This is an optimization exercise on Yosys and OpenROAD, whose aim is small area, a short achievable clock period and few clock cycles, not a production implementation. At most, simulation tests tie the RTL to the original design; equivalence was not proved. The clock port is modelled as an ideal driver, which makes a skipped or thinned clock tree look cheaper than it is; a real chip needs a root buffer or a tree. No activity file was given, so power comes from the tool's default toggle rates.

== v28 ==
==> flow/design.v (excerpt) <==
module gerenciador(
    input clk,
    input botao_rst,
    input [31:0] entrada,
    output [31:0] saida
    );
For scale: about 380 cells after synthesis, ~70 flip-flops, about 66 I/O pins.
export LEC_CHECK = 0
export CAP_MARGIN = 20
export CORE_MARGIN = 2
export CORE_UTILIZATION = 40
export SLEW_MARGIN = 20
create_clock -name core_clock -period 10.0 [get_ports {clk}]
standard.sh (not shown) runs the stock make flow with config.mk's settings and CLKGATE_MAP_FILE= SYNTH_SCRIPT=/design/flow/synth_recipe.tcl, a recipe that flattens the netlist after the stock synthesis.
==> flow/flow/run.sh <==
#!/bin/bash
# Standard synthesis and layout, with timing repair aimed below the clock period and fast
# port buffers. Each step's output goes to its own log in the work folder.
set -euo pipefail
bash standard.sh synth > synth.log 2>&1
export BUFFER_PORTS_ARGS="-buffer_cell sky130_fd_sc_hd__buf_2"
export SETUP_SLACK_MARGIN=7
bash standard.sh finish > layout.log 2>&1
v28: full flow OK, the timing, design-rule and antenna checks passed
diff inputs: v28 => v33
==> flow/run.sh (new file) <==
#!/bin/bash
# synth_recipe.tcl (not shown) runs the flow's synth.tcl, then flattens the netlist and writes it again
# the make line also repeats each setting of config.mk as NAME=value (left out here)
make -C /OpenROAD-flow-scripts/flow DESIGN_CONFIG=/design/flow/config.mk WORK_HOME=/design/flow/orfs CLKGATE_MAP_FILE= SYNTH_SCRIPT=/design/flow/synth_recipe.tcl finish
removed: flow/flow/run.sh
removed: flow/standard.sh
### Flow results
- v33 against v28: post-place instance area increased 3.2%, number of signal-net buffers in the layout decreased 11, hold slack essentially unchanged, shortest period the worst path allows increased 490 ps.
No functional check of the RTL was part of any run of this note.


== pine ==
gerenciador, a different RTL version from the one above (not shown whole).
Size: about 340 cells after synthesis, about 70 flip-flops, about 66 I/O pins.
Settings: LEC_CHECK=0, CAP_MARGIN=20, CORE_MARGIN=2, CORE_UTILIZATION=40, SLEW_MARGIN=20, SYNTH_HIERARCHICAL=1, SYNTH_MINIMUM_KEEP_SIZE=0; clock period 10.0 ns.
==> flow/flow/run.sh <==
#!/bin/bash
# Standard synthesis and layout, with timing repair aimed below the clock period, fast
# port buffers and no dummy clock loads. Each step's output goes to its own log in the
# work folder.
set -euo pipefail
bash standard.sh synth > synth.log 2>&1
export BUFFER_PORTS_ARGS="-buffer_cell sky130_fd_sc_hd__buf_2"
export SETUP_SLACK_MARGIN=7
export CTS_ARGS="-sink_clustering_enable -repair_clock_nets -dont_use_dummy_load"
bash standard.sh finish > layout.log 2>&1
Modified inputs, maple compared to pine
-- flow/flow/run.sh --
<<< pine, line 7
export BUFFER_PORTS_ARGS="-buffer_cell sky130_fd_sc_hd__buf_2"
export SETUP_SLACK_MARGIN=7
export CTS_ARGS="-sink_clustering_enable -repair_clock_nets -dont_use_dummy_load"
bash standard.sh finish > layout.log 2>&1
>>> maple, line 7
export BUFFER_PORTS_ARGS="-buffer_cell sky130_fd_sc_hd__buf_2"
export SETUP_SLACK_MARGIN=7
export CTS_ARGS="-sink_clustering_enable -repair_clock_nets -dont_use_dummy_load -sink_clustering_size 40 -sink_clustering_max_diameter 200"
bash standard.sh finish > layout.log 2>&1
## What came out
Delta (maple minus pine): HPWL after detailed placement shows no meaningful change; maximum fanout along the worst path shows no meaningful change; utilization of the core after routing shows no meaningful change; via count shows no meaningful change.
Delta (maple minus pine): synthesized-area fraction occupied by adder cells stayed essentially flat; final total power stayed essentially flat; post-route minimum period stayed essentially flat; number of cells on the critical path stayed essentially flat.
Function was not checked in any run of this note: the RTL went through the layout flow alone.


## run 1
gerenciador, a different RTL version from the one above (not shown whole).
Size in the first run: about 320 cells after synthesis, roughly 3700 um2 of cells after synthesis.
clock: 10.0 ns
lec_check: 0
cap_margin: 20
core_margin: 2
core_utilization: 40
slew_margin: 20
synth_hierarchical: 1
synth_minimum_keep_size: 0
==> flow/flow/run.sh <==
#!/bin/bash
# Standard synthesis and layout, with: timing repair aimed below the clock period, fast port
# buffers, one tie cell for the constant outputs, and a one-level clock tree (flow/clocktree.tcl)
# in place of clock_tree_synthesis. Each step's output goes to its own log in the work folder.
set -euo pipefail
bash standard.sh synth > synth.log 2>&1
export BUFFER_PORTS_ARGS="-inputs -buffer_cell sky130_fd_sc_hd__buf_2"
export PRE_GLOBAL_PLACE_TCL="$PWD/flow/ports.tcl"
export SETUP_SLACK_MARGIN=7.27
export SKIP_REPAIR_TIE_FANOUT=1
export PRE_CTS_TCL="$PWD/flow/clocktree.tcl"
export CLK_NBUF=3
bash standard.sh finish > layout.log 2>&1
==> flow/flow/clocktree.tcl <==
# Clock tree of NBUF clock buffers, each driving the flip-flops of one vertical strip of the
# placement, all driven from the clock port. Replaces clock_tree_synthesis.
set nbuf [expr {[info exists ::env(CLK_NBUF)] ? $::env(CLK_NBUF) : 3}]
set bufcell [expr {[info exists ::env(CLK_BUF)] ? $::env(CLK_BUF) : "sky130_fd_sc_hd__clkbuf_16"}]
set block [ord::get_db_block]
set clknet [$block findNet clk]
set sinks {}
foreach it [$clknet getITerms] {
  set inst [$it getInst]
  set bb [$inst getBBox]
  lappend sinks [list [expr {([$bb xMin] + [$bb xMax]) / 2}] [expr {([$bb yMin] + [$bb yMax]) / 2}] $it]
}
set sinks [lsort -integer -index 0 $sinks]
set n [llength $sinks]
set master [[ord::get_db] findMaster $bufcell]
for {set b 0} {$b < $nbuf} {incr b} {
  set lo [expr {$b * $n / $nbuf}]
  set hi [expr {($b + 1) * $n / $nbuf - 1}]
  set grp [lrange $sinks $lo $hi]
  set sx 0; set sy 0
  foreach s $grp { incr sx [lindex $s 0]; incr sy [lindex $s 1] }
  set cx [expr {$sx / [llength $grp]}]
  set cy [expr {$sy / [llength $grp]}]
  set inst [odb::dbInst_create $block $master "clkbuf_leaf_$b"]
  set net [odb::dbNet_create $block "clknet_leaf_$b"]
  $net setSigType CLOCK
  foreach s $grp {
    set it [lindex $s 2]
    $it disconnect
    $it connect $net
  }
  [$inst findITerm A] connect $clknet
  [$inst findITerm X] connect $net
  $inst setLocation $cx $cy
  $inst setPlacementStatus PLACED
  puts "clock buffer $b: [llength $grp] sinks at $cx $cy"
}
proc clock_tree_synthesis {args} { puts "clock_tree_synthesis replaced by clocktree.tcl" }
==> flow/flow/ports.tcl <==
# Output ports get a stronger buffer than the input ports (run before global placement's
# buffer_ports, which then buffers only the inputs).
buffer_ports -outputs -buffer_cell sky130_fd_sc_hd__buf_4
Run 1 ended with every stage complete and zero timing, DRC or antenna violations.
Testbench counts of run 1, summed over its fixed seeds: cycles 13,056.
Modified inputs, run 2 compared to run 1
-- flow/flow/run.sh --
<<< run 1, line 5
set -euo pipefail
bash standard.sh synth > synth.log 2>&1
export BUFFER_PORTS_ARGS="-inputs -buffer_cell sky130_fd_sc_hd__buf_2"
export PRE_GLOBAL_PLACE_TCL="$PWD/flow/ports.tcl"
export SETUP_SLACK_MARGIN=7.27
export SKIP_REPAIR_TIE_FANOUT=1
>>> run 2, line 5
set -euo pipefail
bash standard.sh synth > synth.log 2>&1
export BUFFER_PORTS_ARGS="-buffer_cell sky130_fd_sc_hd__buf_1"
export SETUP_SLACK_MARGIN=7.27
export SKIP_REPAIR_TIE_FANOUT=1
removed: flow/flow/ports.tcl
[summary]
Number of well taps came out exactly the same in run 2 and run 1. Run 2: wire length of the first global-routing pass is 120 um lower than what run 1 reported. Looking at run 2 and run 1, the largest clock skew in the final design is a wash. Between run 2 and run 1, the number of nets in the final layout is higher for run 2. Run 1 -> run 2: total length of routed wires flat. Run 2 has stage delay of the slowest cell on the critical path above what run 1 had. Delta(via count, run 2 - run 1) > 0. Looking at run 2 and run 1, the register-to-register slack is a wash. As far as average size of a mapped cell goes, run 1 and run 2 are indistinguishable; the numbers are identical. Going from run 1 to run 2, the proportion of total power due to net switching was found to have gone up by 0.28 points.
No run of this note takes its clock network from TritonCTS; it comes from the design's own scripts or RTL.

static timing again, ports no longer ideal:
In the flow no input, the clock included, has a driving cell. The finished layouts below were timed again as built, in two steps. Step 1, drivers: a clkbuf_16 drives clk and a buf_2 each remaining input, both assumed. Step 2 moves the port delays by t, midway between the first and last clock arrival at a register: inputs arrive t later, outputs are due t later. That takes back most of the time a late clock gives input paths. Slacks: ideal ports / drivers / drivers and shift; pairs: ideal ports / drivers.
| run | t, ns | setup slack, ns | worst data-port slew with drivers (ns) |
|---|---|---|---|
| v28 | 0.372 | 7.041 / 7.041 / 6.754 | 0.03 |
| v33 | 0.387 | 6.548 / 6.557 / 6.171 | 0.03 |
| pine | 0.372 | 7.077 / 7.076 / 6.868 | 0.03 |
| maple | 0.372 | 7.077 / 7.076 / 6.868 | 0.03 |
| run 1 | 0.214 | 7.297 / 7.320 / 7.106 | 0.05 |
| run 2 | 0.212 | 7.313 / 7.254 / 7.133 | 0.05 |
After both steps every run listed still meets setup and hold. For v33, which loses most, drivers alone change the setup slack by +0.009 ns; drivers and shift together by -0.377 ns.
